This design comes from an exercise in tuning for small area, a short achievable clock period and few clock cycles on the open sky130 flow, not from production work.
The RTL was checked by simulation tests, not by an equivalence proof against the original design.
No activity file was given, so power comes from the tool's default toggle rates.

**design/flow/config.mk**
```make
export PLATFORM = sky130hd
export DESIGN_NAME = execute
export DESIGN_NICKNAME = execute
export VERILOG_FILES = /design/flow/design.v
export SDC_FILE = /design/flow/constraint.sdc
export NUM_CORES = 4
export LEC_CHECK = 0
export CAP_MARGIN = 20
export CORE_MARGIN = 2
export CORE_UTILIZATION = 35
export PLACE_DENSITY = 0.5
export SETUP_SLACK_MARGIN = 5
export SLEW_MARGIN = 20
export TNS_END_PERCENT = 10
```
**design/flow/constraint.sdc**
```tcl
create_clock -name core_clock -period 12.0 [get_ports {clk_i}]
set_input_delay 2.4000 -clock core_clock [delete_from_list [all_inputs] [get_ports {clk_i}]]
set_output_delay 2.4000 -clock core_clock [all_outputs]
set_load 0.01 [all_outputs]
```
**design/flow/design.v**
```verilog
package rv32_pkg;
  parameter int DATA_WIDTH = 32;
  parameter logic [4:0] FUNCT3_ADD  = 5'd0;
  parameter logic [4:0] FUNCT3_SUB  = 5'd1;
  parameter logic [4:0] FUNCT3_SLL  = 5'd2;
  parameter logic [4:0] FUNCT3_SLT  = 5'd3;
  parameter logic [4:0] FUNCT3_SLTU = 5'd4;
  parameter logic [4:0] FUNCT3_XOR  = 5'd5;
  parameter logic [4:0] FUNCT3_SRL  = 5'd6;
  parameter logic [4:0] FUNCT3_OR   = 5'd7;
  parameter logic [4:0] FUNCT3_AND  = 5'd8;
  parameter logic [4:0] FUNCT7_SRA  = 5'd9;
endpackage
module division (
    input  logic        clk_i,
    input  logic        rst_ni,
    input  logic        ctrl_i,
    input  logic [4:0]  op_i,
    input  logic [31:0] a_i,
    input  logic [31:0] b_i,
    output logic        sh_use_o,
    output logic [31:0] sh_val_o,
    output logic [4:0]  sh_amt_o,
    input  logic [31:0] sh_res_i,
    output logic        first_o,     
    output logic        stall_o,
    output logic [31:0] res_o        
);
    localparam int NW = 43;             
    logic is_mul, is_div, is_br;
    assign is_mul = (op_i == 5'd13) || (op_i == 5'd14) || (op_i == 5'd15) || (op_i == 5'd16);
    assign is_div = (op_i[4:2] == 3'b110);
    assign is_br  = (op_i >= 5'd18) && (op_i <= 5'd23);
    logic [1:0]  ph;
    logic [4:0]  it;
    logic [34:0] sa, ca;                
    logic [7:0]  sl, cl;                
    logic [31:0] lo;                    
    assign first_o = (ph == 2'd0);
    logic sgna, sgnb;
    assign sgna = (op_i == 5'd14) || (op_i == 5'd15);   
    assign sgnb = (op_i == 5'd14);                       
    logic [1:0] idx;
    assign idx = (ph == 2'd0) ? 2'd0 : 2'(3'd4 - it[2:0]);
    logic last_chunk;
    assign last_chunk = (ph != 2'd0) && (it == 5'd1);
    logic [32:0] A;                        
    assign A = {sgna & a_i[31], a_i};
    logic [8:0] bw;                        
    always_comb begin
        case (idx)
            2'd0:    bw = {b_i[7:0], 1'b0};
            2'd1:    bw = b_i[15:7];
            2'd2:    bw = b_i[23:15];
            default: bw = b_i[31:23];
        endcase
    end
    logic [NW-1:0] rows [4];
    logic [3:0]    negs;
    always_comb begin
        for (int j = 0; j < 4; j++) begin
            logic b1, b0, bm, one, two;
            logic [33:0] pp;
            logic [33:0] A2;
            bm = bw[2*j]; b0 = bw[2*j+1]; b1 = bw[2*j+2];
            one = b0 ^ bm;
            two = (b1 & ~b0 & ~bm) | (~b1 & b0 & bm);
            negs[j] = b1;
            A2 = {A[32], A};
            for (int k = 0; k < 34; k++)
                pp[k] = ((one & A2[k]) | (two & ((k == 0) ? 1'b0 : A2[k-1]))) ^ b1;
            rows[j] = NW'({~pp[33], pp[32:0]}) << (2*j);
        end
        for (int j = 0; j < 3; j++) rows[j+1][2*j] = negs[j];
    end
    logic sgnb_q;
    always_ff @(posedge clk_i) sgnb_q <= sgnb;
    logic t;
    assign t = last_chunk & ~sgnb_q & b_i[31];
    logic [32:0] Ac;
    assign Ac = A & {33{t}};
    logic [8:0] lsum;
    assign lsum = {1'b0, sl} + {1'b0, cl};
    logic first;
    assign first = (ph == 2'd0);
    logic [NW-1:0] xrow;                   
    assign xrow = {1'b0, last_chunk & ~Ac[32], Ac[31:0], 1'b0, negs[3], 5'b0, ~first & lsum[8]};
    logic [NW-1:0] sin, cin;
    assign sin = first ? '0 : NW'(sa);
    assign cin = first ? '0 : NW'(ca);
    function automatic logic [2*NW-1:0] csa(input logic [NW-1:0] x, input logic [NW-1:0] y,
                                           input logic [NW-1:0] z);
        logic [NW-1:0] s, c;
        s = x ^ y ^ z;
        c = (x & y) | (x & z) | (y & z);
        csa = {c[NW-2:0], 1'b0, s};
    endfunction
    logic [NW-1:0] s1, c1, s2, c2, s3, c3, s4, c4, s5, c5;
    assign {c1, s1} = csa(rows[0], rows[1], rows[2]);
    assign {c2, s2} = csa(rows[3], xrow, sin);
    assign {c3, s3} = csa(s1, c1, s2);
    assign {c4, s4} = csa(c2, cin, s3);
    assign {c5, s5} = csa(c3, s4, c4);
    localparam logic [31:0] KHI = 32'h5555_5556;   
    logic [31:0] fs, fc, hi;
    assign fs = sa[31:0] ^ ca[31:0] ^ KHI;
    assign fc = {((sa[30:0] & ca[30:0]) | (sa[30:0] & KHI[30:0]) | (ca[30:0] & KHI[30:0])), 1'b0};
    assign hi = fs + fc + {31'd0, lsum[8]};
    logic [31:0] mres;
    assign mres = (op_i == 5'd13) ? {lsum[7:0], lo[31:8]} : hi;
    logic dsigned;
    assign dsigned = op_i[1];             
    function automatic logic [31:0] cneg(input logic [31:0] x, input logic n);
        for (int k = 0; k < 32; k++)
            cneg[k] = x[k] ^ (n & ((k == 0) ? 1'b0 : |(x & ((32'd1 << k) - 32'd1))));
    endfunction
    logic [31:0] abs_a, abs_b;
    assign abs_a = cneg(a_i, dsigned & a_i[31]);
    assign abs_b = cneg(b_i, dsigned & b_i[31]);
    logic bz;
    assign bz = (b_i == 32'd0);
    function automatic logic [5:0] bitlen(input logic [31:0] x);
        bitlen = 6'd0;
        for (int k = 0; k < 32; k++)
            if (x[k]) bitlen = 6'(k + 1);
    endfunction
    logic [31:0] acc, dv;
    assign acc = sa[31:0];
    assign dv  = ca[31:0];
    logic [5:0] len_r, len_d;
    logic [6:0] sdiff;
    assign len_r = bitlen(acc);
    assign len_d = bitlen(dv);
    assign sdiff = {1'b0, len_r} - {1'b0, len_d};
    logic q_zero;                  
    assign q_zero = sdiff[6] | (len_d == 6'd0);
    assign sh_use_o = (ph == 2'd1);
    assign sh_val_o = dv;
    assign sh_amt_o = sdiff[4:0];
    logic [32:0] trial;
    logic        ge;
    logic [31:0] r1, q1;
    assign trial = {1'b0, acc} - {1'b0, dv};
    assign ge = ~trial[32];                 
    assign r1 = ge ? trial[31:0] : acc;
    assign q1 = {lo[30:0], ge};
    logic [31:0] r_next, q_next;
    assign r_next = ph[1] ? r1 : acc;
    assign q_next = ph[1] ? q1 : lo;
    logic neg;
    logic [31:0] dsel, dres;
    assign neg  = dsigned & (op_i[0] ? a_i[31] : (a_i[31] ^ b_i[31]) & ~bz);
    assign dsel = op_i[0] ? r_next : q_next;
    assign dres = cneg(dsel, neg);
    assign res_o = is_mul ? mres : dres;
    logic done;
    always_comb begin
        done = 1'b0;
        if (is_mul || is_br) done = (ph == 2'd2) && (it == 5'd0);
        if (is_div) done = ((ph == 2'd1) && q_zero) || ((ph == 2'd2) && (it == 5'd0));
    end
    assign stall_o = (is_mul | is_div | is_br) & ~done;
    always_ff @(posedge clk_i or negedge rst_ni) begin
        if (!rst_ni) begin
            ph <= 2'd0;
            it <= 5'd0;
        end else begin
            if (ctrl_i && stall_o) begin
                ph <= (ph == 2'd0 && is_div) ? 2'd1 : 2'd2;
                if (ph == 2'd0) it <= is_mul ? 5'd3 : 5'd0;
                else if (ph == 2'd1) it <= sdiff[4:0];
                else it <= it - 5'd1;
            end else begin
                ph <= 2'd0;
            end
        end
    end
    always_ff @(posedge clk_i) begin
        if (is_mul) begin
            sa <= s5[42:8];
            ca <= c5[42:8];
            sl <= s5[7:0];
            cl <= c5[7:0];
            lo <= {lsum[7:0], lo[31:8]};
        end else if (ph == 2'd0) begin
            sa <= {3'b0, abs_a};
            ca <= {3'b0, abs_b};
            lo <= {32{bz}};
        end else begin
            sa <= {3'b0, r_next};
            ca <= {3'b0, (ph == 2'd1) ? sh_res_i : (dv >> 1)};
            lo <= q_next;
        end
    end
endmodule
import rv32_pkg::*;
module execute
(
 input  logic                           clk_i,
 input  logic                           rst_ni,
 input  logic                           ctrl_i,
 input  logic  [DATA_WIDTH-1:0]         op_a_i,
 input  logic  [DATA_WIDTH-1:0]         op_b_i,
 input  logic  [4:0]                    ALU_OP,
 output logic  [DATA_WIDTH-1:0]         alu_res_o,
 output logic                           branch_taken_o,
 output logic                           stall_o
);
    logic        sub;
    logic [31:0] addsub;
    assign sub    = (ALU_OP == FUNCT3_SUB);
    assign addsub = op_a_i + (op_b_i ^ {32{sub}}) + {31'd0, sub};
    logic [32:0] diff;                    
    logic        ltu, lts, eq;
    assign diff = {1'b0, op_a_i} - {1'b0, op_b_i};
    assign ltu  = diff[32];
    assign lts  = (op_a_i[31] ^ op_b_i[31]) ? op_a_i[31] : diff[31];
    assign eq   = (op_a_i == op_b_i);
    logic        sh_use;
    logic [31:0] sh_val, sh_res, md_res;
    logic [4:0]  sh_amt;
    logic        md_first;
    logic        sh_left, sh_arith;
    logic [31:0] sh_in, sh_rev, sh_out;
    logic [4:0]  sh_n;
    assign sh_left  = sh_use | (ALU_OP == FUNCT3_SLL);
    assign sh_arith = ~sh_use & (ALU_OP == FUNCT7_SRA) & op_a_i[31];
    assign sh_in    = sh_use ? sh_val : op_a_i;
    assign sh_n     = sh_use ? sh_amt : op_b_i[4:0];
    always_comb for (int k = 0; k < 32; k++) sh_rev[k] = sh_left ? sh_in[31-k] : sh_in[k];
    assign sh_out = 32'($signed({sh_arith, sh_rev}) >>> sh_n);
    always_comb for (int k = 0; k < 32; k++) sh_res[k] = sh_out[31-k];
    division Unit (
        .clk_i    (clk_i),
        .rst_ni   (rst_ni),
        .ctrl_i   (ctrl_i),
        .op_i     (ALU_OP),
        .a_i      (op_a_i),
        .b_i      (op_b_i),
        .sh_use_o (sh_use),
        .sh_val_o (sh_val),
        .sh_amt_o (sh_amt),
        .sh_res_i (sh_res),
        .first_o  (md_first),
        .stall_o  (stall_o),
        .res_o    (md_res)
    );
    logic cond;
    always_comb begin
        case (ALU_OP)
            5'd18:   cond = eq;
            5'd19:   cond = ~eq;
            5'd20:   cond = lts;
            5'd21:   cond = ~lts;
            5'd22:   cond = ltu;
            5'd23:   cond = ~ltu;
            default: cond = 1'b0;
        endcase
    end
    always_ff @(posedge clk_i or negedge rst_ni) begin
        if (!rst_ni)
            branch_taken_o <= 1'b0;
        else
            branch_taken_o <= ctrl_i & md_first & cond;
    end
    logic [31:0] res;
    always_comb begin
        res = 32'd0;
        case (ALU_OP)
            5'd0, 5'd1: res = addsub;
            5'd2:       res = sh_res;
            5'd3:       res = {31'd0, lts};
            5'd4:       res = {31'd0, ltu};
            5'd5, 5'd17: res = op_a_i ^ op_b_i;
            5'd6, 5'd9: res = sh_out;
            5'd7:       res = op_a_i | op_b_i;
            5'd8:       res = op_a_i & op_b_i;
            5'd13, 5'd14, 5'd15, 5'd16,
            5'd24, 5'd25, 5'd26, 5'd27: res = md_res;
            default:    res = 32'd0;
        endcase
    end
    always_ff @(posedge clk_i or negedge rst_ni) begin
        if (!rst_ni)
            alu_res_o <= 32'd0;
        else if (ctrl_i && !stall_o)
            alu_res_o <= res;
    end
endmodule
```
**design/flow/run.sh**
```bash
#!/bin/bash
# synth_recipe.tcl (not shown) runs the flow's synth.tcl, then flattens the netlist and writes it again
# the make line also repeats each setting of config.mk as NAME=value (left out here)
make -C /OpenROAD-flow-scripts/flow DESIGN_CONFIG=/design/flow/config.mk WORK_HOME=/design/flow/orfs CLKGATE_MAP_FILE= SYNTH_SCRIPT=/design/flow/synth_recipe.tcl finish
```
==> impl_metrics.toml, run 1 <==
[timing]
finalWorstSetupSlack_ps = 4820
achievable_frequency_mhz = 139
setup_total_negative_slack_ps = 0
timing.final.crit_share_pct = 59.8
max_slew_margin_pct = 16.7
rsz0062_at_grt = "true"
worst_slew_pin_slew_ps = 1250
setup_viol = 0
finalHoldViolCount = 0
slew_violations = 0
clock_skew_ps = 20.3
worst_hold_slack_ps = 484
post-route-min-period_ps = 7180

[yosys]
yosysTopAreaCell = "ha_1"
ys_async_sr_fraction_pct = 25.8
yosys_register_bits = 155
synth.cell_area_um2 = 31600
yosysTopAreaCellShare_pct = 10.5
net_count_synth = 4919
netlist-cell-type-count = 103
yosys.cell_count.top_type = "nor2_1"
synth_edf_count = 14
commonest_cells_in_the_synthesized_netlist = "nor2_1, nand2_1, o21ai_0"
avg_cell_area_syn_um2 = 7.14
syn_inst = 4419
yosys_warnings = 3
synth-seq-area-share_pct = 10.9
synthTopCellsByArea = "ha_1, fa_1, dfxtp_1, nor2_1, o21ai_0"
synth_top_flop_cell = "dfxtp_1"

[grt]
grt_start_max_net_pins = 93
grt_pass1_vias = 32588
grt_usage_pct = 39.2
grt_overflow = 0
grt_first_pass_wirelength_mm = 260
grt_antenna_before_repair = 8

[run_status]
outcome = "no timing/DRC/antenna violations"

[detailed_routing]
route.vias.total = 35960
wirelength_mm = 189
drc = 0
wire_per_inst_um = 34.1
via_per_inst = 6.48
drtPass1Iterations = 6
antenna_violating_nets_post_route = 0
detailedRoute.firstIterationViolations = 5342

[die]
die_height_um = 304
design.die.area_um2 = 92600
core_um2 = 89700
initial_core_utilization_pct = 35.2
die_w_um = 304
io_pins = 106
placement_rows = 110

[cts]
ctsLongestPathBuffers = 2
cts.reportedPaths.clkPinSlew_ps = 80
ctsRootBufferMaster = "clkbuf_16"
htreeDepth = 4
hold_buffers = 0
cts_num_sinks = 155
insertion_delay_ps = 520
cts-buffers-inserted = 17
tritoncts_clock_tree = "yes"

[worst_setup_path]
timing.critical_path.max_delay_family = "simple AND/OR/NAND/NOR gates"
worstSetupEndpointType = "flip-flop"
path_buf_inv = 2
crit_type = "input port to flip-flop"
cp_data_arrival_time_ps = 7610
crit_path_max_fanout = 17
crit_path_cell_trace = "clkdlybuf4s50_1, or4_4, nor4_4, buf_4, nand3_2, or4_1, or4_4, nor3_4, nor4_1, a21o_2, o21ai_0, xor2_1, a21oi_1, o21ai_0"
critical-path-max-stage-delay_ps = 780
worst_path_max_delay_cell = "clkdlybuf4s50_1"
timing.critical_path.from_type = "input port"
crit_required_ps = 12430

[final_layout]
layout-drive-gt1-share_pct = 8.95
fin_nets = 4856
fillCellCount = 9703
flow.area_growth_from_synthesis_pct = 11.6

[worst_hold_path]
min-delay-path-class = "flip-flop to flip-flop"

[pwr]
power.ir.vdd_worst_v = 0.0000961
p_total_mw = 7.58
powerDensity_nw_per_um2 = 215
cellLeakagePower_nw = 14.4

[placement]
portBuffers = 105
hpwlAfterDp_mm = 146
pre_cts_ws_ps = 3620
routabilityCongestion = 1.05

[flow_run]
timing.max_cap.violations = 0
-- kinds of logic after synthesis --
| family | synth area share, % |
|---|---|
| AO/OA/AOI/OAI | 31.5 |
| XOR/XNOR | 5.44 |
| adder cells (fa/ha/maj) | 20.9 |
| buffers and inverters | 8.63 |
| flip-flops | 10.9 |
| multiplexers | 4.54 |
| AND/OR/NAND/NOR | 18.1 |
-- cell usage in the layout (no fill, tap or decap), types with 26 or more instances in the layout --
cell and n:
a211oi_1 153, a21o_1 45, a21oi_1 356, a221oi_1 112, a22oi_1 53, a31oi_1 73, buf_4 127, clkdlybuf4s50_1 93
dfrtp_1 38, dfxtp_1 94, fa_1 163, ha_1 263, inv_1 349, mux2_2 36, mux2i_1 91, nand2_1 394
nand2b_1 31, nand3_1 81, nor2_1 488, nor3_1 58, nor4_1 26, o211ai_1 39, o21a_1 27, o21ai_0 359
o31ai_1 30, xnor2_1 160, xor2_1 33
-- final timing paths --
path	slack [ps]	start	cells after the start	to
setup / recovery	4820	op_b_i[1]	14	alu_res_o[3]
hold / removal	480	alu_res_o[3]	2	alu_res_o[3]
setup reg to reg	5100	Unit.sa[1]	25	alu_res_o[13]
hold reg to reg	480	alu_res_o[3]	2	alu_res_o[3]
max in group asynchronous	9240	rst_ni	1	Unit.ph[1]
min in group asynchronous	2060	rst_ni	1	alu_res_o[3]
-- metal layers --
layer	vias up	part of all wire (%)	global-route usage [%]
met3	386	12	10.8
met5	-	0.045	0
met4	12	7.1	22.4
met1	17538	42	54.6
li1	15704	-	-
met2	2320	39	53.7
-- worst min-delay path: stages, from the launching register on --
cell and delay [ps]:
dfrtp_1 350, nand2_1 50, o21ai_0 60
-- sequential cells by signal, summed over array words and instances (netlist names) --
name	flops
Unit.ca	34
Unit.sgnb_q	1
Unit.sl	8
alu_res_o	32
Unit.lo	32
branch_taken_o	1
Unit.sa	34
Unit.cl	6
Unit.ph	2
Unit.it	5
-- layout make-up --
type	count	area, µm²	share of cell area, %
multi-input cells	3557	26000	73.8
inverters	377	1420	4.05
flip-flops and latches	155	3460	9.84
clock inverters	13	159	0.451
repair buffers	248	2240	6.37
diodes	3	7.51	0.0213
well taps	1176	1470	4.18
clock buffers	19	443	1.26
-- timing repair --
item | 4_1_cts | 5_1_grt
gates resized for setup | 41 | 70
cloned | 5 | 2
pin swaps | 15 | 25
setup buffers | 5 | 27
setup endpoints to repair | 101 | 87
-- where the power goes --
| group | switching [mW] | internal, mW |
|---|---|---|
| registers | 0.311 | 0.682 |
| clock network | 0.297 | 0.318 |
| logic | 3.94 | 2.03 |
| total | 4.55 | 3.03 |
-- through the flow --
step           cells  cell area (µm²)  util (%)
2_1_floorplan   4419            31600         -
3_3_place_gp    5474            33800      37.7
3_5_place_dp    5474            33800      37.7
4_1_cts         5516            34600      38.6
5_1_grt         5546            35200      39.2
6_report        5548            35200      39.2
Testbench counts, summed over its fixed seeds: cycles 27,986.
==> run 2: changes to the inputs <==
--- a/design/flow/design.v
+++ b/design/flow/design.v
@@ -46,13 +46,15 @@
     assign last_chunk = (ph != 2'd0) && (it == 5'd1);
     logic [32:0] A;                        
     assign A = {sgna & a_i[31], a_i};
+    logic [31:7] bq;
+    always_ff @(posedge clk_i) bq <= b_i[31:7];
     logic [8:0] bw;                        
     always_comb begin
         case (idx)
             2'd0:    bw = {b_i[7:0], 1'b0};
-            2'd1:    bw = b_i[15:7];
-            2'd2:    bw = b_i[23:15];
-            default: bw = b_i[31:23];
+            2'd1:    bw = bq[15:7];
+            2'd2:    bw = bq[23:15];
+            default: bw = bq[31:23];
         endcase
     end
     logic [NW-1:0] rows [4];
@@ -76,7 +78,7 @@
     logic sgnb_q;
     always_ff @(posedge clk_i) sgnb_q <= sgnb;
     logic t;
-    assign t = last_chunk & ~sgnb_q & b_i[31];
+    assign t = last_chunk & ~sgnb_q & bq[31];
     logic [32:0] Ac;
     assign Ac = A & {33{t}};
     logic [8:0] lsum;
@@ -95,12 +97,12 @@
         c = (x & y) | (x & z) | (y & z);
         csa = {c[NW-2:0], 1'b0, s};
     endfunction
-    logic [NW-1:0] s1, c1, s2, c2, s3, c3, s4, c4, s5, c5;
+    logic [NW-1:0] se, ce, s1, c1, s2, c2, s3, c3, s5, c5;
+    assign {ce, se} = csa(sin, cin, xrow);
     assign {c1, s1} = csa(rows[0], rows[1], rows[2]);
-    assign {c2, s2} = csa(rows[3], xrow, sin);
+    assign {c2, s2} = csa(rows[3], se, ce);
     assign {c3, s3} = csa(s1, c1, s2);
-    assign {c4, s4} = csa(c2, cin, s3);
-    assign {c5, s5} = csa(c3, s4, c4);
+    assign {c5, s5} = csa(s3, c3, c2);
     localparam logic [31:0] KHI = 32'h5555_5556;   
     logic [31:0] fs, fc, hi;
     assign fs = sa[31:0] ^ ca[31:0] ^ KHI;
@@ -117,8 +119,9 @@
     logic [31:0] abs_a, abs_b;
     assign abs_a = cneg(a_i, dsigned & a_i[31]);
     assign abs_b = cneg(b_i, dsigned & b_i[31]);
-    logic bz;
+    logic bz, bz_q;                        
     assign bz = (b_i == 32'd0);
+    always_ff @(posedge clk_i) bz_q <= bz;
     function automatic logic [5:0] bitlen(input logic [31:0] x);
         bitlen = 6'd0;
         for (int k = 0; k < 32; k++)
@@ -132,8 +135,13 @@
     assign len_r = bitlen(acc);
     assign len_d = bitlen(dv);
     assign sdiff = {1'b0, len_r} - {1'b0, len_d};
-    logic q_zero;                  
-    assign q_zero = sdiff[6] | (len_d == 6'd0);
+    function automatic logic [31:0] smear(input logic [31:0] x);   
+        smear = x;
+        for (int k = 1; k < 32; k = k * 2) smear = smear | (smear >> k);
+    endfunction
+    logic q_zero, q_zero_q;
+    assign q_zero = ((abs_b & ~smear(abs_a)) != 32'd0) | bz;
+    always_ff @(posedge clk_i) q_zero_q <= q_zero;
     assign sh_use_o = (ph == 2'd1);
     assign sh_val_o = dv;
     assign sh_amt_o = sdiff[4:0];
@@ -149,7 +157,7 @@
     assign q_next = ph[1] ? q1 : lo;
     logic neg;
     logic [31:0] dsel, dres;
-    assign neg  = dsigned & (op_i[0] ? a_i[31] : (a_i[31] ^ b_i[31]) & ~bz);
+    assign neg  = dsigned & (op_i[0] ? a_i[31] : (a_i[31] ^ b_i[31]) & ~bz_q);
     assign dsel = op_i[0] ? r_next : q_next;
     assign dres = cneg(dsel, neg);
     assign res_o = is_mul ? mres : dres;
@@ -157,7 +165,7 @@
     always_comb begin
         done = 1'b0;
         if (is_mul || is_br) done = (ph == 2'd2) && (it == 5'd0);
-        if (is_div) done = ((ph == 2'd1) && q_zero) || ((ph == 2'd2) && (it == 5'd0));
+        if (is_div) done = ((ph == 2'd1) && q_zero_q) || ((ph == 2'd2) && (it == 5'd0));
     end
     assign stall_o = (is_mul | is_div | is_br) & ~done;
     always_ff @(posedge clk_i or negedge rst_ni) begin
@@ -206,11 +214,9 @@
  output logic                           branch_taken_o,
  output logic                           stall_o
 );
-    logic        sub;
-    logic [31:0] addsub;
-    assign sub    = (ALU_OP == FUNCT3_SUB);
-    assign addsub = op_a_i + (op_b_i ^ {32{sub}}) + {31'd0, sub};
-    logic [32:0] diff;                    
+    logic [31:0] sum;
+    assign sum = op_a_i + op_b_i;
+    logic [32:0] diff;
     logic        ltu, lts, eq;
     assign diff = {1'b0, op_a_i} - {1'b0, op_b_i};
     assign ltu  = diff[32];
@@ -267,7 +273,8 @@
     always_comb begin
         res = 32'd0;
         case (ALU_OP)
-            5'd0, 5'd1: res = addsub;
+            5'd0:       res = sum;
+            5'd1:       res = diff[31:0];
             5'd2:       res = sh_res;
             5'd3:       res = {31'd0, lts};
             5'd4:       res = {31'd0, ltu};
==> design/flow/flow/run.sh (new file) <==
#!/bin/bash
# The standard layout (standard.sh, unchanged synthesis), with two changes to
# how the layout is made:
#  - the port buffers that placement inserts are buf_4; left to itself,
#    buffer_ports picks clkdlybuf4s50_1, a slow delay buffer;
#  - timing repair aims at a larger setup margin than config.mk may set, and
#    works on the worst 10% of the failing endpoints.
# The clock period, constraints and every other setting are the standard ones.
export BUFFER_PORTS_ARGS="-buffer_cell sky130_fd_sc_hd__buf_4"
export SETUP_SLACK_MARGIN=6.5
export TNS_END_PERCENT=10
bash standard.sh > standard.log 2>&1
==> design/flow/standard.sh (new file) <==
#!/bin/bash
# synth_recipe.tcl (not shown) runs the flow's synth.tcl, then flattens the netlist and writes it again
# the make line also repeats each setting of config.mk as NAME=value (left out here)
make -C /OpenROAD-flow-scripts/flow DESIGN_CONFIG=/design/flow/config.mk WORK_HOME=/design/flow/orfs CLKGATE_MAP_FILE= SYNTH_SCRIPT=/design/flow/synth_recipe.tcl "${@:-finish}"
--- a/design/flow/config.mk
+++ b/design/flow/config.mk
@@ -7,8 +7,6 @@
 export LEC_CHECK = 0
 export CAP_MARGIN = 20
 export CORE_MARGIN = 2
-export CORE_UTILIZATION = 35
-export PLACE_DENSITY = 0.5
-export SETUP_SLACK_MARGIN = 5
+export CORE_UTILIZATION = 45
+export PLACE_DENSITY = 0.55
 export SLEW_MARGIN = 20
-export TNS_END_PERCENT = 10
removed: design/flow/run.sh
==> run 2 against run 1 <==
  * Still clean on timing, DRC and antenna
  * Critical path depth unchanged
  * Clock skew increased by 12 ps
  * Design area increased by 9.3%
  * Sequential cell count increased by 26
  * Maximum frequency increased by 19%
  * Synthesized cell count increased by 6.4%
  * Global-route usage increased by 13 points
  * Highest routed layer unchanged
==> impl_metrics.toml, run 2 <==
[grt]
grt_busiest_layer = "met2"
grt_antenna_before_repair = 13
grt.met3_usage_pct = 24.2
grt_pass1_vias = 35806
gr-usage-met2_pct = 71.8
grt.met1_usage_pct = 63.9
grt_overflow = 0
grt_first_pass_wirelength_mm = 279
grt_usage_pct = 52.2
grt_start_max_net_pins = 131

[timing]
rsz0062_at_grt = "true"
worst_slew_pin_slew_ps = 1290
clock_skew_ps = 32.3
achievable_frequency_mhz = 165
setup_viol = 0
timing.final.crit_share_pct = 50.4
finalHoldViolCount = 0
slew_violations = 0
setup_total_negative_slack_ps = 0
max_slew_margin_pct = 13.7
post-route-min-period_ps = 6050
finalWorstSetupSlack_ps = 5950

[yosys]
synth-seq-area-share_pct = 12.0
synthTopCellsByArea = "fa_1, ha_1, dfxtp_1, o21ai_0, a21oi_1"
yosys.cell_count.top_type = "nor2_1"
synth.cell_area_um2 = 33100
commonest_cells_in_the_synthesized_netlist = "nor2_1, o21ai_0, inv_1"
synth_top_flop_cell = "dfxtp_1"
netlist-cell-type-count = 93
yosysTopAreaCellShare_pct = 10.0
net_count_synth = 5169
avg_cell_area_syn_um2 = 7.03
ys_async_sr_fraction_pct = 22.1
yosys_warnings = 3
yosysTopAreaCell = "fa_1"
synth_edf_count = 14
yosys_register_bits = 181
syn_inst = 4702

[cts]
cts.reportedPaths.clkPinSlew_ps = 100
htreeDepth = 4
ctsLongestPathBuffers = 2
ctsRootBufferMaster = "clkbuf_16"
tritoncts_clock_tree = "yes"
insertion_delay_ps = 540
cts_num_sinks = 181
cts-buffers-inserted = 17

[placement]
pre_cts_ws_ps = 4700
portBuffers = 105
hpwlAfterDp_mm = 152
routabilityCongestion = 1.10
placed_cell_area_um2 = 34700

[pwr]
powerDensity_nw_per_um2 = 272
cellLeakagePower_nw = 16.0
p_total_mw = 10.5
power.ir.vdd_worst_v = 0.000330

[final_layout]
layout-drive-gt1-share_pct = 15.1
fillCellCount = 7365
regMostFlops = "Unit.ca"
final_std_cell_area_no_fill_um2 = 38500
flow.area_growth_from_synthesis_pct = 16.4
largest_reg_flops = 34
layout_commonest_cell = "nor2_1"
mostFrequentLayoutCells = "nor2_1, o21ai_0, inv_1, nand2_1, a21oi_1"
fin_nets = 5121
multi_input_combinational_cell_area_um2 = 27600
reg_top3 = "Unit.ca x34, Unit.sa x33"
final_core_utilization_pct = 52.8
sequential_cell_area_um2 = 4000

[detailed_routing]
wirelength_mm = 205
via_per_inst = 7.12
wire_per_inst_um = 36.3
detailedRoute.firstIterationViolations = 6852
route.vias.total = 40108
antenna_violating_nets_post_route = 0
drc = 0
drtPass1Iterations = 9

[worst_setup_path]
worstSetupEndpointType = "flip-flop"
crit_path_start = "op_a_i[31]"
r2r_setup_slack_ps = 6020
crit_type = "input port to flip-flop"
reg2reg_from = "Unit.it[0]"
crit_path_max_fanout = 25
cp_data_arrival_time_ps = 6430
timing.critical_path.from_type = "input port"
worst-r2r-cell-count = 21
crit_required_ps = 12380
critical_path.reg2reg.endpoint = "Unit.sa[25]"

[flow_run]
timing.max_cap.violations = 0

[worst_hold_path]
hold_start = "Unit.lo[31]"
hold-path-endpoint = "Unit.lo[23]"
worst_hold_path.num_cells = 2
min-delay-path-class = "flip-flop to flip-flop"

[die]
design.die.area_um2 = 75700
placement_rows = 99
die_height_um = 275
core_um2 = 72800
die_w_um = 275
io_pins = 106
initial_core_utilization_pct = 45.4

[run_status]
outcome = "no timing/DRC/antenna violations"
[run 2: cell count changes after synthesis, moves of 26 or more]
cell / change
clkbuf_1: +41
inv_1: +73
xnor2_1: -33
a21oi_1: +26
a221oi_1: -31
and2_1: +38
ha_1: -35
a211oi_1: -36
o21ai_0: +105
a22oi_1: +49
dfxtp_1: +26
[run 2: how the worst max path moves through the flow]
stage | to | depth (start not counted)
2_1_floorplan | alu_res_o[31] | 22
3_3_place_gp | alu_res_o[0] | 22
3_5_place_dp | alu_res_o[0] | 21
4_1_cts | alu_res_o[3] | 26
5_1_grt | alu_res_o[0] | 23
6_report | Unit.sa[25] | 14
[run 2: area by class of cell]
cell class / count / area share [%]
inverter: 445 / 4.89
sequential: 181 / 10.4
timing repair inverter: 1 / 0.0423
clock buffer: 17 / 1.11
tap: 959 / 3.12
clock inverter: 15 / 0.455
antenna: 10 / 0.0650
multi-input combinational: 3715 / 71.8
timing repair buffer: 293 / 8.16
[run 2: metal layers]
| metal | wire length [µm] | vias up |
|---|---|---|
| met4 | 19800 | 14 |
| met2 | 78600 | 3349 |
| met1 | 75000 | 19187 |
| met3 | 31200 | 847 |
| met5 | 170 | - |
| li1 | - | 16711 |
[run 2: kinds of logic after synthesis]
kind of cell	synth area share (%)
compound gates	32.2
xor+xnor	4.28
fa+ha+maj	18.8
buf+inv	9.25
flops	12.0
mux	5.14
simple gates	18.4
[run 2: what timing repair did]
action	in CTS	in global routing
buffers inserted	46	47
gates cloned	19	7
pin swaps	28	38
setup endpoints to repair	142	138
hold buffers	0	0
gates resized for setup	264	162
[run 2: critical path: stages]
cell and delay (ps):
buf_4 470, clkinv_4 420, nor4_4 330, buf_4 310
nand2_1 80, o21ai_0 90, a21oi_1 130, fa_1 660
inv_1 90, fa_1 420, inv_1 80, fa_1 490
nand2_1 250, o21ai_0 130
[run 2: power breakdown]
group	switching (mW)	total [mW]	internal, mW
logic	5.87	8.70	2.83
clock network	0.348	0.630	0.282
registers	0.316	1.13	0.810
[run 2: through the flow]
step,hold WS (ps),instances
floorplan,443,4702
global placement,464,5475
detailed placement,476,5475
CTS,490,5572
global route,524,5626
finish,490,5636
Testbench counts of run 2, summed over its fixed seeds: cycles 27,986.
==> run 3: changes to the inputs <==
--- a/design/flow/flow/run.sh
+++ b/design/flow/flow/run.sh
@@ -7,6 +7,6 @@
 #    works on the worst 10% of the failing endpoints.
 # The clock period, constraints and every other setting are the standard ones.
 export BUFFER_PORTS_ARGS="-buffer_cell sky130_fd_sc_hd__buf_4"
-export SETUP_SLACK_MARGIN=6.5
+export SETUP_SLACK_MARGIN=6.0
 export TNS_END_PERCENT=10
 bash standard.sh > standard.log 2>&1
--- a/design/flow/config.mk
+++ b/design/flow/config.mk
@@ -5,8 +5,8 @@
 export SDC_FILE = /design/flow/constraint.sdc
 export NUM_CORES = 4
 export LEC_CHECK = 0
-export CAP_MARGIN = 20
+export CAP_MARGIN = 30
 export CORE_MARGIN = 2
 export CORE_UTILIZATION = 45
 export PLACE_DENSITY = 0.55
-export SLEW_MARGIN = 20
+export SLEW_MARGIN = 30
==> run 3 against run 2 <==
  * Sequential cell count unchanged
  * Still clean on timing, DRC and antenna
  * Clock power increased by 7.5%
  * Routed wire length shrank 5.8%
==> impl_metrics.toml, run 3 <==
[run_status]
outcome = "no timing/DRC/antenna violations"

[pwr]
cellLeakagePower_nw = 15.3
power.ir.vdd_worst_v = 0.000359
powerDensity_nw_per_um2 = 274

[yosys]
synth-seq-area-share_pct = 12.0
netlist-cell-type-count = 93
synth_edf_count = 14
yosys_register_bits = 181
yosysTopAreaCell = "fa_1"
yosysTopAreaCellShare_pct = 10.0
commonest_cells_in_the_synthesized_netlist = "nor2_1, o21ai_0, inv_1"
net_count_synth = 5169
ys_async_sr_fraction_pct = 22.1
yosys_warnings = 3
syn_inst = 4702
synthTopCellsByArea = "fa_1, ha_1, dfxtp_1, o21ai_0, a21oi_1"
yosys.cell_count.top_type = "nor2_1"
avg_cell_area_syn_um2 = 7.03
synth.cell_area_um2 = 33100
synth_top_flop_cell = "dfxtp_1"

[detailed_routing]
wire_per_inst_um = 34.7
detailedRoute.firstIterationViolations = 6141
wl_met3_mm = 27.0
highest_layer = "met5"
wl_met1_mm = 71.4
drc = 0
via_per_inst = 6.97
route.vias.total = 38743
drtPass1Iterations = 8
wl_met2_mm = 77.4
wirelength_mm = 193
antenna_violating_nets_post_route = 0

[final_layout]
mostFrequentLayoutCells = "nor2_1, o21ai_0, inv_1, nand2_1, a21oi_1"
final_core_utilization_pct = 50.6
fin_nets = 5048
regMostFlops = "Unit.ca"
layout_commonest_cell = "nor2_1"
largest_reg_flops = 34
flow.area_growth_from_synthesis_pct = 11.4
layout-drive-gt1-share_pct = 11.9
reg_top3 = "Unit.ca x34, Unit.sa x33"

[worst_setup_path]
cp_data_arrival_time_ps = 6530
crit_end = "Unit.ca[18]"
crit_required_ps = 12400
worst-r2r-cell-count = 22
timing.critical_path.from_type = "flip-flop"
worstSetupEndpointType = "flip-flop"
crit_path_start = "Unit.ca[3]"
r2r_setup_slack_ps = 5860
reg2reg_from = "Unit.ca[3]"
critical_path.reg2reg.endpoint = "Unit.ca[18]"
crit_type = "flip-flop to flip-flop"
crit_path_max_fanout = 7

[timing]
setup_total_negative_slack_ps = 0
post-route-min-period_ps = 6140
rsz0062_at_grt = "true"
worst_slew_pin_slew_ps = 1100
setup_viol = 0
timing.final.crit_share_pct = 51.1
achievable_frequency_mhz = 163
clock_skew_ps = 33.3
finalHoldViolCount = 0
max_slew_margin_pct = 26.0
slew_violations = 0

[cts]
tritoncts_clock_tree = "yes"
insertion_delay_ps = 540
cts.reportedPaths.clkPinSlew_ps = 110
htreeDepth = 4
cts-buffers-inserted = 17
ctsLongestPathBuffers = 2
ctsRootBufferMaster = "clkbuf_16"
cts_num_sinks = 181
hold_buffers = 0

[die]
io_pins = 106
die_w_um = 275
design.die.area_um2 = 75700
placement_rows = 99
initial_core_utilization_pct = 45.4
die_height_um = 275
core_um2 = 72800

[grt]
grt_pass1_vias = 34821
grt_first_pass_wirelength_mm = 266
grt_usage_pct = 49.3
grt_overflow = 0
grt_antenna_before_repair = 14
grt_start_max_net_pins = 89

[flow_run]
timing.max_cap.violations = 0

[placement]
portBuffers = 105
hpwlAfterDp_mm = 149
routabilityCongestion = 1.11

[worst_hold_path]
min-delay-path-class = "flip-flop to flip-flop"
## run 3: routing by layer
metal,global-route usage (%),vias to the layer above
met2,70.1,3003
met5,0.815,-
li1,-,16526
met3,19.9,698
met1,60.7,18504
met4,33.6,12
## run 3: per-stage QoR
stage               hold slack [ps]  std cells  setup slack, ps  cell area [µm²]  power, mW
floorplan                       443       4702             5920            33400       5.37
global placement                470       5476             4560            34600       8.60
detailed placement              471       5476             4620            34600       8.62
CTS                             492       5525             5870            35900       9.38
global route                    517       5553             5760            36800       10.5
finish                          491       5558             5860            36800       10.1
## run 3: worst min path at each step
stage	startpoint	end	slack [ps]	cells past startpoint
final	Unit.lo[12]	Unit.lo[4]	490	2
after global routing	alu_res_o[2]	alu_res_o[2]	520	2
after CTS	alu_res_o[5]	alu_res_o[5]	490	2
after detailed placement	alu_res_o[5]	alu_res_o[5]	470	2
after global placement	alu_res_o[5]	alu_res_o[5]	470	2
after floorplan	Unit.lo[31]	Unit.lo[23]	440	2
## run 3: final cells by class
| class | count | area (µm²) |
|---|---|---|
| Antenna cell | 5 | 12.5 |
| Clock buffer | 17 | 425 |
| Clock inverter | 15 | 206 |
| Fill cell | 7532 | 36000 |
| Inverter | 445 | 1790 |
| Multi-Input combinational cell | 3711 | 27100 |
| Sequential cell | 181 | 3980 |
| Tap cell | 959 | 1200 |
| Timing Repair Buffer | 225 | 2070 |
## run 3: cells by family after synthesis
logic type	count (synthesis)	share of synthesized area, %
buffers and inverters	813	9.25
AO/OA/AOI/OAI	1662	32.2
flip-flops	181	12.0
AND/OR/NAND/NOR	1330	18.4
multiplexers	159	5.14
XOR/XNOR	160	4.28
adder cells (fa/ha/maj)	397	18.8
## run 3: power by group
group	internal, mW	leakage [nW]	total (mW)	switching (mW)
Clock	0.292	0.305	0.677	0.385
Combinational	2.66	13.2	8.25	5.59
Sequential	0.805	1.73	1.15	0.349
## run 3: worst max-delay path, cell delays in order, from the launching register on
cell and delay, ps:
dfxtp_2 420, inv_1 150, o211ai_1 120, a311oi_2 360, nor3_1 90, nor3_1 170
nor3_1 70, nor3_1 170, nor3_1 70, o311ai_1 330, a311oi_1 150, o311ai_1 360
and2_1 210, fa_2 510, mux2_4 370, buf_4 170, mux4_2 490, mux2i_1 350
nand2_1 110, a31oi_1 650, a211oi_1 360, a21oi_1 220, o21ai_0 90
## run 3: what timing repair did
item	4_1_cts	5_1_grt
endpoints found under the hold margin	0	0
pin swaps	12	27
gates cloned	1	6
endpoints found under the setup margin	133	134
resized for setup	131	153
setup buffers	16	21
==> run 4: changes to the inputs <==
==> design/flow/flow/run.sh (replaced) <==
#!/bin/bash
# The standard layout (standard.sh, unchanged synthesis), with two changes to
# how the layout is made:
#  - the port buffers that placement inserts are buf_4; left to itself,
#    buffer_ports picks clkdlybuf4s50_1, a slow delay buffer;
#  - timing repair aims at a larger setup margin than config.mk may set, and
#    works on the worst 3% of the failing endpoints.
# The clock period, constraints and every other setting are the standard ones.
export BUFFER_PORTS_ARGS="-buffer_cell sky130_fd_sc_hd__buf_4"
export SETUP_SLACK_MARGIN=6.0
export TNS_END_PERCENT=3
bash standard.sh > standard.log 2>&1
==> run 4 against run 3 <==
  * Combinational power increased by 2%
  * Power up 0.63%
  * First-iteration DRC count is 7.6% higher
  * Global-route usage increased by 0.63 points
  * Hold slack better by 6.5 ps
  * Sequential cell count did not move
  * Highest routed layer unchanged
==> impl_metrics.toml, run 4 <==
[pwr]
p_total_mw = 10.1
power.ir.vdd_worst_v = 0.000383
cellLeakagePower_nw = 15.2
powerDensity_nw_per_um2 = 277

[detailed_routing]
detailedRoute.firstIterationViolations = 6605
drtPass1Iterations = 9
drc = 0
route.vias.total = 38787
wirelength_mm = 194
antenna_violating_nets_post_route = 0
via_per_inst = 6.99
wire_per_inst_um = 35.0

[yosys]
synth_edf_count = 14
synth_top_flop_cell = "dfxtp_1"
ys_async_sr_fraction_pct = 22.1
yosys_register_bits = 181
netlist-cell-type-count = 93
avg_cell_area_syn_um2 = 7.03
synth.cell_area_um2 = 33100
synthTopCellsByArea = "fa_1, ha_1, dfxtp_1, o21ai_0, a21oi_1"
yosysTopAreaCell = "fa_1"
yosysTopAreaCellShare_pct = 10.0
synth-seq-area-share_pct = 12.0
net_count_synth = 5169
yosys_warnings = 3
commonest_cells_in_the_synthesized_netlist = "nor2_1, o21ai_0, inv_1"
yosys.cell_count.top_type = "nor2_1"
syn_inst = 4702

[worst_setup_path]
worstSetupEndpointType = "flip-flop"
timing.critical_path.from_type = "input port"
crit_path_max_fanout = 25
r2r_setup_slack_ps = 5950
crit_type = "input port to flip-flop"
cp_data_arrival_time_ps = 6550
crit_required_ps = 12400

[cts]
htreeDepth = 4
cts-buffers-inserted = 17
ctsLongestPathBuffers = 2
cts_num_sinks = 181
insertion_delay_ps = 520
hold_buffers = 0
cts.reportedPaths.clkPinSlew_ps = 110
tritoncts_clock_tree = "yes"
ctsRootBufferMaster = "clkbuf_16"

[timing]
post-route-min-period_ps = 6150
timing.final.crit_share_pct = 51.2
setup_total_negative_slack_ps = 0
worst_slew_pin_slew_ps = 1290
clock_skew_ps = 34.7
rsz0062_at_grt = "true"
achievable_frequency_mhz = 163
worst_hold_slack_ps = 498
max_slew_margin_pct = 13.3
slew_violations = 0
setup_viol = 0
finalHoldViolCount = 0

[grt]
grt_first_pass_wirelength_mm = 268
grt_usage_pct = 49.9
grt_overflow = 0
grt_pass1_vias = 34935
grt_start_max_net_pins = 88
grt_antenna_before_repair = 15

[final_layout]
fillCellCount = 7379
reg_top3 = "Unit.ca x34, Unit.sa x33"
layout-drive-gt1-share_pct = 11.3
flow.area_growth_from_synthesis_pct = 10.6
sequential_cell_area_um2 = 3970
layout_commonest_cell = "nor2_1"
final_core_utilization_pct = 50.2
mostFrequentLayoutCells = "nor2_1, o21ai_0, inv_1, nand2_1, a21oi_1"
largest_reg_flops = 34
regMostFlops = "Unit.ca"
fin_nets = 5041
multi_input_combinational_cell_area_um2 = 27000

[die]
die_w_um = 275
core_um2 = 72800
io_pins = 106
initial_core_utilization_pct = 45.4
placement_rows = 99
die_height_um = 275
design.die.area_um2 = 75700

[worst_hold_path]
min-delay-path-class = "flip-flop to flip-flop"

[flow_run]
timing.max_cap.violations = 0

[placement]
routabilityCongestion = 1.14
hpwlAfterDp_mm = 151
portBuffers = 105

[run_status]
outcome = "no timing/DRC/antenna violations"
## run 4: cell counts after synthesis
Identical to the previous run, type by type.
## run 4: worst paths after layout
path	startpoint	endpoint	depth (start not counted)
hold reg to reg	alu_res_o[3]	alu_res_o[3]	2
max in group asynchronous	rst_ni	Unit.ph[1]	1
hold / removal	alu_res_o[3]	alu_res_o[3]	2
setup reg to reg	Unit.ca[3]	alu_res_o[2]	24
min in group asynchronous	rst_ni	alu_res_o[25]	1
setup / recovery	op_a_i[31]	alu_res_o[2]	12
## run 4: what timing repair did
| item | CTS | global route |
|---|---|---|
| pin swaps | 8 | 21 |
| cloned | 2 | 1 |
| setup endpoints to repair | 130 | 133 |
| resized for setup | 86 | 144 |
| endpoints found under the hold margin | 0 | 0 |
| setup buffers | 15 | 18 |
## run 4: final cells by class
class,instances,area share [%]
antenna,5,0.0342
clock buffer,17,1.16
clock inverter,15,0.530
inverter,445,4.88
multi-input combinational,3710,74.0
sequential,181,10.9
tap,959,3.28
timing repair buffer,219,5.29
## run 4: stage by stage
stage          instance area (µm²)  setup slack, ps  std cells
2_1_floorplan                33400             5920       4702
3_3_place_gp                 34600             4780       5478
3_5_place_dp                 34700             4770       5478
4_1_cts                      35700             5850       5527
5_1_grt                      36600             5800       5546
6_report                     36600             5850       5551
## run 4: worst max-delay path, stage by stage
cell      delay [ps]
buf_4            390
clkinv_2         490
ha_1             570
nand2_1           80
o22ai_1          140
and2_1           660
o31ai_1          370
a211oi_1         390
xor2_1           350
a21oi_1          140
a21oi_1          380
o21ai_0          120
## run 4: kinds of logic (layout without fill, tap and decap cells)
logic type      count (synthesis)  after routing  share of synthesized area [%]
other cells                     0              5                              0
flops                         181            181                           12.0
xor+xnor                      160            160                           4.28
mux                           159            161                           5.14
fa+ha+maj                     397            397                           18.8
compound gates               1662           1662                           32.2
buf+inv                       813            696                           9.25
simple gates                 1330           1330                           18.4
## run 4: power breakdown
group	total, mW	internal (mW)	leakage, nW	switching [mW]
logic	8.39	2.64	13.2	5.75
clock network	0.653	0.288	0.302	0.365
registers	1.10	0.801	1.73	0.300
## run 4: metal layers
layer / global-route usage (%) / vias up / share of wire [%]
met5: 0 / - / 0.042
met4: 33.7 / 8 / 8.8
met3: 19.4 / 652 / 14
met2: 70.8 / 3031 / 40
met1: 62.2 / 18603 / 37
li1: - / 16493 / -

afterwards: timing with drivers on the ports:
The results above use ideal ports. As a check the final layouts listed here were re-extracted and re-timed, cells and wires unchanged.
Step 1: set_driving_cell puts a clkbuf_16 on clk_i and a buf_2 on each other input, an assumption about the parent block.
Step 2 also shifts input and output timing later by t, the mid clock arrival at the registers, as if the neighbouring blocks saw the same clock.
a / b / c = ideal ports / drivers / drivers and shift; a / b = the first two.
run | t, ns | setup slack, ns | clock arrival spread, ns | worst data-port slew with drivers (ns)
run 1 | 0.569 | 4.823 / 4.849 / 4.281 | 0.021 / 0.021 | 0.05
run 2 | 0.592 | 5.952 / 5.794 / 5.282 | 0.032 / 0.032 | 0.35
run 3 | 0.605 | 5.864 / 5.822 / 5.267 | 0.033 / 0.034 | 0.24
run 4 | 0.583 | 5.853 / 5.858 / 5.275 | 0.035 / 0.035 | 0.26
After both steps every run listed still meets setup and hold. For run 2, which loses most, drivers alone change the setup slack by -0.158 ns; drivers and shift together by -0.670 ns.
